What follows belongs to an exercise in optimizing a design on an open flow for small area; a production flow would make more cautious choices.
Function was checked by simulation only, so behaviour that the tests miss may differ from the original.
No driver is modelled on the clock port, so clock power and skew are understated where the tree is cut down; a real chip needs a root buffer or a tree.
Power is estimated from default activity; no workload was simulated.

Design DigitalWatch, start of the top module:
module DigitalWatch (
	input clk,     
	input wire rst,  
	input wire Button0_IN,
	input wire Button1_IN,
	input wire Button2_IN,
	input wire Button3_IN,
	output wire [7:0]Row_Scan_Sig,
	output wire [5:0]Column_Scan_Sig,
	output [3:0] Week
);
wire Button0, Button1, Button2, Button3;
debounce_module  db0 (.clk(clk), .rst(rst), .pin(Button0_IN), .out(Button0));
debounce_module  db3 (.clk(clk), .rst(rst), .pin(Button3_IN), .out(Button3));
debounce_module2 db1 (.clk(clk), .rst(rst), .key(Button1_IN), .key_out(Button1));
debounce_module2 db2 (.clk(clk), .rst(rst), .key(Button2_IN), .key_out(Button2));
reg [2:0] Sel;
reg Button0_d;
reg SetB3_d;
wire Mode = (Sel[1:0] != 2'b11);
wire SetB3 = Mode & Button3;
always @(posedge clk) begin
	if (rst) begin
		Button0_d <= 1'b0;
		SetB3_d <= 1'b0;
		Sel <= 3'b011;
	end
	else begin
		Button0_d <= Button0;
		SetB3_d <= SetB3;
		if (Button0 && !Button0_d)
			Sel <= Mode ? 3'b011 : 3'b000;
		else if (Mode & Button0)
			Sel <= 3'b000;
		else if (SetB3 & ~SetB3_d)
			Sel <= (Sel[1:0] == 2'd2) ? {~Sel[2], 2'd0} : {Sel[2], Sel[1:0] + 2'd1};
	end
end
wire [2:0] Edit = Sel[2] ? {1'b0, Sel[1:0]} + 3'd3 : {1'b0, Sel[1:0]};
localparam [14:0] DIV_POL = 15'b010101010101010;
reg [14:0] DivS;
wire [14:0] Div = DivS ^ DIV_POL;
wire tick = (Div[13:0] == 14'b11111110000000);
wire adv  = tick & Div[14];
always @(posedge clk) begin
	if (rst)
		DivS <= 15'b000011100000001 ^ DIV_POL;
	else
		DivS <= {Div[13:0], Div[14] ^ Div[13] ^ (Div[13:0] == 14'd0)} ^ DIV_POL;
end
reg [5:0] SecN;
reg [5:0] MinN;
reg [4:0] HrN;
reg [4:0] DayN;
reg [3:0] MonN;
reg [6:0] YearN;
wire [5:0] Sec = ~SecN;
wire [5:0] Min = ~MinN;
wire [4:0] Hr = ~HrN;
wire [4:0] Day = ~DayN;
wire [3:0] Mon = ~MonN;
wire [6:0] Year = ~YearN;
wire [5:0] sec_n;
wire [5:0] min_n;
  ...
==> flow/config.mk <==
export PLATFORM = sky130hd
export DESIGN_NAME = DigitalWatch
export DESIGN_NICKNAME = DigitalWatch
export VERILOG_FILES = /design/flow/design.v
export SDC_FILE = /design/flow/constraint.sdc
export NUM_CORES = 4
export LEC_CHECK = 0
export ABC_AREA = 1
export CAP_MARGIN = 20
export CORE_MARGIN = 2
export CORE_UTILIZATION = 75
export PLACE_DENSITY = 0.85
export SLEW_MARGIN = 20
==> flow/constraint.sdc <==
create_clock -name core_clock -period 40.0 [get_ports {clk}]
set_input_delay 8.0000 -clock core_clock [delete_from_list [all_inputs] [get_ports {clk}]]
set_output_delay 8.0000 -clock core_clock [all_outputs]
set_load 0.01 [all_outputs]
standard.sh (not shown) runs the stock make flow with config.mk's settings and CLKGATE_MAP_FILE= SYNTH_SCRIPT=/design/flow/synth_recipe.tcl, a recipe that flattens the netlist after the stock synthesis.
==> flow/flow/run.sh <==
#!/bin/bash
# Layout flow: the standard flow (standard.sh) with
#  - synth_area.tcl: the standard synthesis, but ABC maps for area (area.abc)
#    and adders are not extracted into adder cells;
#  - pre_cts.tcl: a two-level clock tree (1 + 6 buffers) in place of
#    TritonCTS's H-tree;
#  - buf_1 cells as the port buffers.
# The make run's full output goes to standard.log in the work folder; the
# tools' own logs stay under orfs/logs.
set -euo pipefail
W=$PWD
bash standard.sh SYNTH_SCRIPT="$W/flow/synth_area.tcl" PRE_CTS_TCL="$W/flow/pre_cts.tcl" \
  BUFFER_PORTS_ARGS="-buffer_cell sky130_fd_sc_hd__buf_1" finish > "$W/standard.log" 2>&1
==> flow/flow/area.abc <==
strash
&get -n
&deepsyn -I 4 -J 50
&put
dch -f
amap
topo
==> flow/flow/pre_cts.tcl <==
# Clock distribution (PRE_CTS_TCL hook of ORFS's cts.tcl): the flip-flops
# are split by position into 6 groups of equal size (recursive halving along
# the longer side); each group is driven by one clkbuf_16 placed at its
# centre, and the clock port drives one clkbuf_8 that drives those six.
# This replaces TritonCTS's H-tree, which for this small design builds 17
# buffers. Every flip-flop is two buffers from the clock port.
set ngrp 6
set bufm sky130_fd_sc_hd__clkbuf_16
set rootm sky130_fd_sc_hd__clkbuf_8
set block [ord::get_db_block]
set clknet [$block findNet clk]
set pts {}
foreach it [$clknet getITerms] {
  if { [$it isInputSignal] } {
    set b [[$it getInst] getBBox]
    lappend pts [list $it [expr {([$b xMin] + [$b xMax]) / 2}] [expr {([$b yMin] + [$b yMax]) / 2}]]
  }
}
proc split_groups {pts n} {
  if {$n <= 1} { return [list $pts] }
  set xs [lmap p $pts {lindex $p 1}]
  set ys [lmap p $pts {lindex $p 2}]
  set w [expr {[tcl::mathfunc::max {*}$xs] - [tcl::mathfunc::min {*}$xs]}]
  set h [expr {[tcl::mathfunc::max {*}$ys] - [tcl::mathfunc::min {*}$ys]}]
  set idx [expr {$w >= $h ? 1 : 2}]
  set s [lsort -integer -index $idx $pts]
  set n1 [expr {$n / 2}]
  set cut [expr {int(round([llength $s] * double($n1) / $n))}]
  return [concat [split_groups [lrange $s 0 [expr {$cut - 1}]] $n1] \
                 [split_groups [lrange $s $cut end] [expr {$n - $n1}]]]
}
set master [[ord::get_db] findMaster $bufm]
# the port drives one root buffer, at the centre of all flip-flops, that
# drives the groups' buffers
set rm [[ord::get_db] findMaster $rootm]
set root [odb::dbInst_create $block $rm "clkbuf_root"]
set srcnet [odb::dbNet_create $block "clknet_root"]
$srcnet setSigType CLOCK
[$root findITerm A] connect $clknet
[$root findITerm X] connect $srcnet
set sx 0; set sy 0
foreach p $pts { incr sx [lindex $p 1]; incr sy [lindex $p 2] }
$root setLocation [expr {$sx / [llength $pts]}] [expr {$sy / [llength $pts]}]
$root setPlacementStatus PLACED
set k 0
set sizes {}
foreach g [split_groups $pts $ngrp] {
  set inst [odb::dbInst_create $block $master "clkbuf_grp_$k"]
  set net [odb::dbNet_create $block "clknet_grp_$k"]
  $net setSigType CLOCK
  [$inst findITerm A] connect $srcnet
  [$inst findITerm X] connect $net
  set sx 0; set sy 0
  foreach p $g {
    set it [lindex $p 0]
    $it disconnect
    $it connect $net
    incr sx [lindex $p 1]; incr sy [lindex $p 2]
  }
  set m [llength $g]
  set x [expr {$sx / $m - [$master getWidth] / 2}]
  set y [expr {$sy / $m - [$master getHeight] / 2}]
  $inst setLocation $x $y
  $inst setPlacementStatus PLACED
  lappend sizes $m
  incr k
}
puts "pre_cts: [llength $pts] clock sinks in $k groups of $sizes, each driven by $bufm"
# The groups' buffers are the whole clock tree: clock_tree_synthesis, which
# cts.tcl calls next, only marks the clocks propagated.
rename clock_tree_synthesis ""
proc clock_tree_synthesis {args} {
  puts "clock_tree_synthesis: clock buffers already placed by pre_cts.tcl"
  set_propagated_clock [all_clocks]
}
==> flow/flow/synth_area.tcl <==
# Area-oriented synthesis: the standard ORFS synthesis (synth_recipe.tcl's
# steps, without Yosys's fsm and share passes), except that full/half adders
# are left to ABC instead of being extracted into adder cells, and ABC maps
# with the area-recovery script in area.abc.
set ::area_abc [file join [file dirname [file normalize [info script]]] area.abc]
proc synth {args} { yosys synth -nofsm -noshare {*}$args }
proc extract_fa {args} { }
proc abc {args} {
  set i [lsearch -exact $args -script]
  if { $i >= 0 } {
    set args [lreplace $args [expr {$i + 1}] [expr {$i + 1}] $::area_abc]
  }
  yosys abc {*}$args
}
source $::env(SCRIPTS_DIR)/synth.tcl
# left out here: clear keep_hierarchy, flatten, clean up, hide names made inside functions, write 1_2_yosys.v
Next try:
--- a/flow/flow/run.sh
+++ b/flow/flow/run.sh
@@ -3 +3,2 @@
-#  - synth_area.tcl: the standard synthesis, but ABC maps for area (area.abc)
+#  - synth_area.tcl: the standard synthesis, but ABC maps for area (the best
+#    of a few area scripts)
==> flow/flow/synth_area.tcl (replaced) <==
# Area-oriented synthesis: the standard ORFS synthesis (synth_recipe.tcl's
# steps, without Yosys's fsm and share passes), except that
#  - full/half adders are left to ABC instead of being extracted into adder
#    cells, and
#  - ABC maps with area-recovery scripts: each script below is run on the
#    same netlist and the smallest result (by liberty cell area) is kept.
# Only the combinational mapping differs; the flip-flops are mapped before
# ABC exactly as in the standard synthesis.
set ::area_scripts {
  "strash; &get -n; &deepsyn -I 4 -J 50; &put; dch -f; amap; topo"
  "strash; &get -n; &deepsyn -I 4 -J 50; &put; dch -f; amap; topo; strash; dch -f; amap; topo"
  "strash; &get -n; &deepsyn -I 4 -J 50 -S 3; &put; dch -f; amap; topo; strash; dch -f; amap; topo"
  "strash; &get -n; &deepsyn -I 4 -J 50 -S 5; &put; dch -f; amap; topo; strash; dch -f; amap; topo"
  "strash; dc2; dch -f; amap; topo; strash; dch -f; amap; topo"
}
proc synth {args} { yosys synth -nofsm -noshare {*}$args }
proc extract_fa {args} { }
proc abc {args} {
  global lib_args
  set i [lsearch -exact $args -script]
  yosys design -save area_pre_abc
  set best_area 1e30
  set n 0
  foreach s $::area_scripts {
    set f [file join $::env(OBJECTS_DIR) "area_$n.abc"]
    set fh [open $f w]
    puts $fh [join [split $s ";"] "\n"]
    close $fh
    yosys design -load area_pre_abc
    yosys abc {*}[lreplace $args [expr {$i + 1}] [expr {$i + 1}] $f]
    set st [tee -q -s result.string stat {*}$lib_args]
    regexp {Chip area for module[^:]*:\s*([0-9.]+)} $st -> area
    puts "area script $n: $area"
    if { $area < $best_area } {
      set best_area $area
      set best $n
      yosys design -save area_best
    }
    incr n
  }
  yosys design -load area_best
  puts "area scripts: kept script $best ($best_area)"
}
source $::env(SCRIPTS_DIR)/synth.tcl
# left out here: clear keep_hierarchy, flatten, clean up, hide names made inside functions, write 1_2_yosys.v
removed: flow/flow/area.abc
Global-route usage increases by 1.4 points. Combinational power grows by about 3.6%. Total power increases by 0.67%. Clock skew barely changes. Flip-flop and latch count stays the same. Cell area decreases by about 0.5%. Utilization came out higher by 2.5 points.
Next try:
--- a/flow/flow/pre_cts.tcl
+++ b/flow/flow/pre_cts.tcl
@@ -4 +4 @@
-# centre, and the clock port drives one clkbuf_8 that drives those six.
+# centre, and the clock port drives one clkbuf_4 that drives those six.
@@ -9 +9 @@
-set rootm sky130_fd_sc_hd__clkbuf_8
+set rootm sky130_fd_sc_hd__clkbuf_4
--- a/flow/flow/synth_area.tcl
+++ b/flow/flow/synth_area.tcl
@@ -14,0 +15 @@
+  "strash; &get -n; &deepsyn -I 4 -J 50; &put; resub -K 8; dch -f; amap; topo; strash; dch -f; amap; topo"
Outcome: Via count is lower by a few percent; wire length is higher slightly; final cell count is lower slightly; power is lower slightly; utilization is lower by 0.21 points.
In every run of this note, the design's own scripts or RTL, not TritonCTS, make the clock network.

-- separate check: timing with driven ports --
The results above use ideal ports. As a check the final layouts listed here were re-extracted and re-timed, cells and wires unchanged. Step 1, drivers: a clkbuf_16 drives clk and a buf_2 each remaining input, both assumed. Step 2 moves the port delays by t, midway between the first and last clock arrival at a register: inputs arrive t later, outputs are due t later. That takes back most of the time a late clock gives input paths. Slacks: ideal ports / drivers / drivers and shift; pairs: ideal ports / drivers.
run | shift t [ns] | setup slack, ns | hold slack, ns | worst setup path at the end | pins driven straight from the clock port
the first run | 0.418 | 27.958 / 27.929 / 28.347 | 0.383 / 0.383 / 0.383 | register to output | 1
the second run | 0.421 | 28.250 / 28.219 / 28.641 | 0.392 / 0.392 / 0.392 | register to output | 1
the third run | 0.514 | 28.099 / 28.070 / 28.583 | 0.393 / 0.393 / 0.393 | register to output | 1
After both steps setup and hold are still met in every run listed.
